Source: an optimization exercise on an open RTL-to-GDS flow (aim: small area). Production flows keep margins and buffers that such runs may drop.
For this run, only the layout was checked, not whether the RTL still works.
Power figures rest on the tool's default switching activity, not on a simulated workload.

==> flow/design.v <==
`timescale 1ns / 1ps
module DECODER(
	input[2:0] ADDR,
	output[0:7] SELECT
    );
reg[0:7] DEC;
assign SELECT = ~DEC;
always@* begin
 case(ADDR)
	3'd0: DEC=8'b10000000;
   3'd1: DEC=8'b01000000;
   3'd2: DEC=8'b00100000;
   3'd3: DEC=8'b00010000;
   3'd4: DEC=8'b00001000;
   3'd5: DEC=8'b00000100;
   3'd6: DEC=8'b00000010;
   default: DEC=8'b00000001;
 endcase
end
endmodule
`timescale 1ns / 1ps
module COL_COUNTER(
	input CLK, CE, RST,
	output CEO, output[2:0] Q
    );
parameter [3:0] CNTR_WIDTH = 4;
parameter [3:0] MAX = 8;
reg [CNTR_WIDTH - 1:0] CNT;
reg DONE;
assign Q = CNT;
assign CEO = DONE;
always @ (posedge CLK, posedge RST) begin
	if(RST) CNT <= {CNTR_WIDTH{1'b0}};
	else if(CE) CNT <= CNT + 1; 
	else if(CNT == MAX)begin
		DONE <= 1;
		CNT <= 0;
	end
end
endmodule
`timescale 1ns / 1ps
module LR5_MATRIX_DISP(
	input CLK, CE, RST,
	input [63:0] SEQ,
	output ROW_0, ROW_1, ROW_2, ROW_3, ROW_4, ROW_5, ROW_6, ROW_7, 
	COL_0, COL_1, COL_2, COL_3, COL_4, COL_5, COL_6, COL_7
    );
wire[2:0]COL;
wire[7:0] CURR_COL;
assign ROW_0 = SEQ[(63-COL)];
assign ROW_1 = SEQ[(55-COL)];
assign ROW_2 = SEQ[(47-COL)];
assign ROW_3 = SEQ[(39-COL)];
assign ROW_4 = SEQ[(31-COL)];
assign ROW_5 = SEQ[(23-COL)];
assign ROW_6 = SEQ[(15-COL)];
assign ROW_7 = SEQ[(7-COL)];
COL_COUNTER COL_CNT(.CLK(CLK), .CE(CE), .Q(COL), .RST(RST));
DECODER COL_DEC(.ADDR(COL), .SELECT(CURR_COL));
assign {COL_0, COL_1, COL_2, COL_3, COL_4, COL_5, COL_6, COL_7} = 
 CURR_COL;
endmodule
`timescale 1ns / 1ps
module PWM_FSM #(
	parameter UDW = 4)
(
	input CLK,
	input RST,
	input RE,
	input CE,
	input [UDW-1:0] PWM_IN,
	output reg PWM_P,  
	output reg PWM_N,  
	output reg [UDW-1:0] PWM_REG, FSM_STATE
 );
 always@* PWM_N <= ~PWM_P;
 always@(posedge CLK, posedge RST)begin
	if(RST)PWM_REG <= 0;
	else if((FSM_STATE == 2**UDW-2) && CE) PWM_REG <= PWM_IN;
 end
 always @ (posedge CLK, posedge RST)begin
	if(RST)begin
		PWM_P <= 0;
		FSM_STATE <= 0;
	end	
	else if(RE)begin
		FSM_STATE <= 0;
		PWM_P <= 0;
	end
	else if(CE)begin
		case(FSM_STATE)
			0 : begin
				PWM_P <= 0;
				FSM_STATE <= 2**UDW-2;
			end
			{UDW{1'b1}} :begin
				if(PWM_REG != 0) PWM_P <= 1;
				else PWM_P <= 0;
				FSM_STATE <= 1;
			end 
			default : begin
				if(PWM_REG > FSM_STATE) PWM_P <= 1;
				else PWM_P <= 0;
				FSM_STATE <= FSM_STATE + 1;
			end
		endcase
	end
end
 endmodule
`timescale 1ns / 1ps
module SHIFT_REG(
	input clk, shift_l, shift_r, rst,
	output reg[63:0] shift
    );
always@(posedge clk, posedge rst)begin
	if(rst) shift<={{4'hD},{4'h4},{4'h7},{4'hA},{4'h8},{4'hB},{4'h8},{4'hD},{4'h3},{4'h5},{4'h2},
		{4'hF},{4'hB},{4'hC},{4'h7},{4'h0}};
	else if(shift_l) shift<=shift<<<4;
	else if(shift_r) shift<=shift>>>4;
end
endmodule
`timescale 1ns / 1ps
module LR5_TOP(
	input CLK_100,
	input BTN_0,BTN_1,BTN_2,BTN_3,
	output[0:7] ROW, 
	output[0:7] COL_B,
	output[0:15] LED
    );
wire CLK;
wire LEFT, RIGHT, RST, RE;
wire[63:0] SHIFT;
parameter PWM_WIDTH = 4;
assign RST = BTN_0;
assign RE = BTN_1;
assign LEFT = BTN_2;
assign RIGHT = BTN_3;
SHIFT_REG SH_REG(.clk(CLK_100), .shift_l(LEFT), .shift_r(RIGHT), .rst(RST), .shift(SHIFT));
genvar i;
generate
	for(i=0; i<64; i=i+4)begin : pwm_gen
		PWM_FSM#(.UDW(PWM_WIDTH)) PWM(.CLK(CLK_100), .RST(RST), .RE(RE), .CE(1'b1), 
			.PWM_IN(SHIFT[i+:4]), .PWM_P(LED[(i/4)]));
	end
endgenerate
LR5_MATRIX_DISP MATRIX(.CLK(CLK_100), .CE(1'b1), .SEQ(SHIFT), .RST(RST),
.ROW_0(ROW[0]),
.ROW_1(ROW[1]),
.ROW_2(ROW[2]),
.ROW_3(ROW[3]),
.ROW_4(ROW[4]),
.ROW_5(ROW[5]),
.ROW_6(ROW[6]),
.ROW_7(ROW[7]),
.COL_0(COL_B[0]),
.COL_1(COL_B[1]),
.COL_2(COL_B[2]),
.COL_3(COL_B[3]),
.COL_4(COL_B[4]),
.COL_5(COL_B[5]),
.COL_6(COL_B[6]),
.COL_7(COL_B[7]));
endmodule
==> flow/run.sh <==
#!/bin/bash
# synth_recipe.tcl (not shown) runs the flow's synth.tcl, then flattens the netlist and writes it again
# the make line also repeats each setting of config.mk as NAME=value (left out here)
make -C /OpenROAD-flow-scripts/flow DESIGN_CONFIG=/design/flow/config.mk WORK_HOME=/design/flow/orfs CLKGATE_MAP_FILE= SYNTH_SCRIPT=/design/flow/synth_recipe.tcl finish
==> flow/config.mk <==
export PLATFORM = sky130hd
export DESIGN_NAME = LR5_TOP
export DESIGN_NICKNAME = LR5_TOP
export VERILOG_FILES = /design/flow/design.v
export SDC_FILE = /design/flow/constraint.sdc
export NUM_CORES = 4
export LEC_CHECK = 0
export CAP_MARGIN = 20
export CORE_MARGIN = 2
export CORE_UTILIZATION = 40
export SLEW_MARGIN = 20
==> flow/constraint.sdc <==
create_clock -name core_clock -period 10.0 [get_ports {CLK_100}]
set_input_delay 2.0000 -clock core_clock [delete_from_list [all_inputs] [get_ports {CLK_100}]]
set_output_delay 2.0000 -clock core_clock [all_outputs]
set_load 0.01 [all_outputs]
==> run summary <==
[layout make-up]
cell class,count,area share [%]
multi-input combinational,838,45.2
inverter,102,2.86
tap,396,3.63
sequential,211,39.0
timing repair buffer,42,2.97
clock inverter,8,0.872
clock buffer,36,5.41
[critical path: cells and delay by family, from the launching register on]
kind            cells  cell delay [ns]
flops               1             0.97
buf+inv             2             0.73
compound gates      1             0.47
fa+ha+maj           1             0.32
simple gates        1             0.09
[cells in the final DEF, fill, tap and decap left out, drive strengths merged, types with 18 or more instances in the layout]
master,synthesis,layout
a211oi,26,26
mux2i,60,60
a21oi,81,81
o21ai,111,111
nand2,172,172
nand3,29,29
clkdlybuf4s50,0,33
nor3,20,20
mux2,64,64
dfstp,34,34
ha,117,117
inv,102,103
nor4,18,18
clkbuf,15,36
nor2,38,38
a41oi,23,23
dfrtp,177,177
[worst min path at each step]
stage                                       startpoint                            to
after floorplan           SH_REG.shift[58]$_DFFE_PP1P_  SH_REG.shift[62]$_DFFE_PP1P_
after global placement    SH_REG.shift[60]$_DFFE_PP1P_  SH_REG.shift[60]$_DFFE_PP1P_
after detailed placement   SH_REG.shift[6]$_DFFE_PP1P_  SH_REG.shift[10]$_DFFE_PP1P_
after CTS                  SH_REG.shift[6]$_DFFE_PP1P_  SH_REG.shift[10]$_DFFE_PP1P_
after global routing      SH_REG.shift[35]$_DFFE_PP1P_  SH_REG.shift[39]$_DFFE_PP1P_
final                     SH_REG.shift[49]$_DFFE_PP1P_  SH_REG.shift[53]$_DFFE_PP1P_
[Yosys cell counts, types with 18 or more instances]
master    instances
dfrtp_1         177
nand2_1         172
ha_1            117
o21ai_0         111
inv_1           102
a21oi_1          81
mux2_2           64
mux2i_1          60
nor2_1           38
dfstp_2          34
buf_4            33
nand3_1          29
a211oi_1         26
a41oi_1          23
nor3_1           20
nor4_1           18
[power breakdown]
group          internal, mW  switching, mW  leakage [nW]
logic                 0.452          0.574          3.21
registers              1.00          0.215          2.73
clock network         0.585          0.358         0.426
[flip-flops by register name, summed over array words and instances, names as in the netlist]
name	flops
pwm_gen.PWM.FSM_STATE	64
MATRIX.COL_CNT.CNT	3
pwm_gen.PWM.PWM_P	16
SH_REG.shift	64
pwm_gen.PWM.PWM_REG	64
[cells by family after synthesis]
| family | synth area share (%) |
|---|---|
| AND/OR/NAND/NOR | 11.5 |
| AO/OA/AOI/OAI | 12.7 |
| flip-flops | 43.3 |
| buffers and inverters | 6.61 |
| multiplexers | 13.9 |
| adder cells (fa/ha/maj) | 11.9 |
| XOR/XNOR | 0.0712 |
[routing by layer]
metal / vias up / global-route usage, %
met5: - / 0
met4: 0 / 4.03
met3: 34 / 2.13
met2: 101 / 27.3
met1: 4243 / 21.8
li1: 4305 / -
[metrics by stage]
stage / worst slack (ns) / hold slack (ns) / instances
after floorplan: 2.29 / 0.475 / 1221
after global placement: 5.43 / 0.502 / 1588
after detailed placement: 5.36 / 0.507 / 1588
after CTS: 4.79 / 0.516 / 1632
after global routing: 4.66 / 0.536 / 1633
final: 4.90 / 0.512 / 1633
==> impl_metrics.env <==
export IMPL_ctsHoldBuffers=0
export IMPL_synth_edff_count=0
export IMPL_die_x_microns=179
export IMPL_wl_met2_microns=11800
export IMPL_final_setup_tns_ns=0
export IMPL_post_dp_cell_area_sq_um=12800
export IMPL_first_iter_violations=354
export IMPL_core_sq_um=30400
export IMPL_dr_max_layer_used="met4"
export IMPL_avgRoutedWirePerCell_microns=15.3
export IMPL_critPathCapture="COL_B[3]"
export IMPL_grt_pass1_wl_microns=43100
export IMPL_cts_tree="done"
export IMPL_via_count=8683
export IMPL_yosysWarningCount=4
export IMPL_clk_latency_ns=0.52
export IMPL_ys_types=36
export IMPL_start_util_pct=40.4
export IMPL_wl_microns=25000
export IMPL_synth_seq_cells=211
export IMPL_yosysTopAreaCell="dfrtp_1"
export IMPL_syn_area_per_cell_sq_um=10.1
export IMPL_drive_gt1_share_pct=12.7
export IMPL_yosys_top_cells_area="dfrtp_1 36%, ha_1 12%, dfstp_2 7.3%"
export IMPL_ys_flop_type="dfrtp_1"
export IMPL_grt_overflow_total=0
export IMPL_rrSetupSlack_ns=8.36
export IMPL_rows=64
export IMPL_worst_pin_slew_ns=1.08
export IMPL_vdd_drop_max_mv=0.117
export IMPL_timing_fmax_mhz=196
export IMPL_clockBufferDepth=3
export IMPL_filler_cell_count=2894
export IMPL_total_power_mw=3.19
export IMPL_min_period_over_period_pct=51.0
export IMPL_synth_area_sq_um=12300
export IMPL_min_path_type="register to register"
export IMPL_fin_crit_ns=5.10
export IMPL_fin_nets=1342
export IMPL_grtUsageTotal_pct=16.1
export IMPL_wl_met3_microns=742
export IMPL_p_per_area_nw_per_um2=234
export IMPL_status="timing/DRC/antenna clean"
export IMPL_critPathSlowestCell="dfrtp_1"
export IMPL_synthCells=1221
export IMPL_grt_max_degree=125
export IMPL_path_max_fanout=19
export IMPL_crit_path_end_kind="output pin"
export IMPL_ys_seq_area_share_pct=43.3
export IMPL_ant_nets=0
export IMPL_finalClockSkew_ns=0.00844
export IMPL_drv_slew=0
export IMPL_required_ns=8.00
export IMPL_regArea_sq_um=5320
export IMPL_clockRootBuffer="clkbuf_16"
export IMPL_maxCapViolations=0
export IMPL_regToRegEndpoint="MATRIX.COL_CNT.CNT[2]$_DFF_PP0_"
export IMPL_multiInputGateArea_sq_um=6160
export IMPL_r2r_cells=3
export IMPL_post_cts_resized=0
export IMPL_met1Wirelength_microns=11900
export IMPL_cts_max_level=1
export IMPL_finalHoldViolations=0
export IMPL_critPathLaunchType="register"
export IMPL_cts_clk_slew_worst_paths_ns=0.06
export IMPL_synth_nets=1343
export IMPL_dr_pass1_iters=7
export IMPL_cp_arrival_ns=3.10
export IMPL_die_h_microns=179
export IMPL_r2r_start="MATRIX.COL_CNT.CNT[0]$_DFF_PP0_"
export IMPL_fin_util_pct=44.8
export IMPL_final_area_sq_um=13600
export IMPL_relSlewSlack_pct=28.2
export IMPL_io_pins=37
export IMPL_finalSetupViolations=0
export IMPL_hold_depth=2
export IMPL_rsz0062_at_grt="false"
export IMPL_place_congestion=0.768
export IMPL_clock_sinks=211
export IMPL_antenna_found_initial=0
export IMPL_diodes=0
export IMPL_synth_top_area_share_pct=36.0
export IMPL_cts_buffers=25
export IMPL_area_delta_synth_final_pct=10.8
export IMPL_crit_type="register to output pin"
export IMPL_crit_path_cell_trace="inv_1 > ha_1 > a2111o_1 > nand2_1 > clkdlybuf4s50_1"
export IMPL_postCtsSetupRepairBufs=0
export IMPL_grt_pass1_vias=8688
export IMPL_die_area_sq_um=32200
export IMPL_p_leak_nw=6.37
export IMPL_hpwlAfterDp_microns=16800
export IMPL_startpoint="MATRIX.COL_CNT.CNT[0]$_DFF_PP0_"
export IMPL_cp_slowest_stage_delay_ns=0.97
export IMPL_placement_io_buffers=36
export IMPL_vias_per_cell=5.32
export IMPL_async_flop_share_pct=100
export IMPL_drc=0

==> separate check: timing with driven ports <==
The results above use ideal ports. As a check the final layout listed here was re-extracted and re-timed, cells and wires unchanged.
Step 1 (the two cells are an assumption about what drives the block):
set clk [get_ports {CLK_100}]
set_driving_cell -lib_cell sky130_fd_sc_hd__clkbuf_16 $clk
set_driving_cell -lib_cell sky130_fd_sc_hd__buf_2 [delete_from_list [all_inputs] $clk]
Step 2 times the ports against the registers' clock, not the clock port: input delays grow and output delays shrink by t, the midpoint of the rising clock arrivals with the driver on.
Slacks: ideal ports / drivers / drivers and shift; pairs: ideal ports / drivers.
shift t [ns]: 0.564
setup WS [ns]: 4.903 / 4.856 / 5.420
clock arrival spread, ns: 0.009 / 0.009
After both steps setup and hold are still met in this run. For this run, drivers alone change the setup slack by -0.047 ns; drivers and shift together by +0.517 ns.
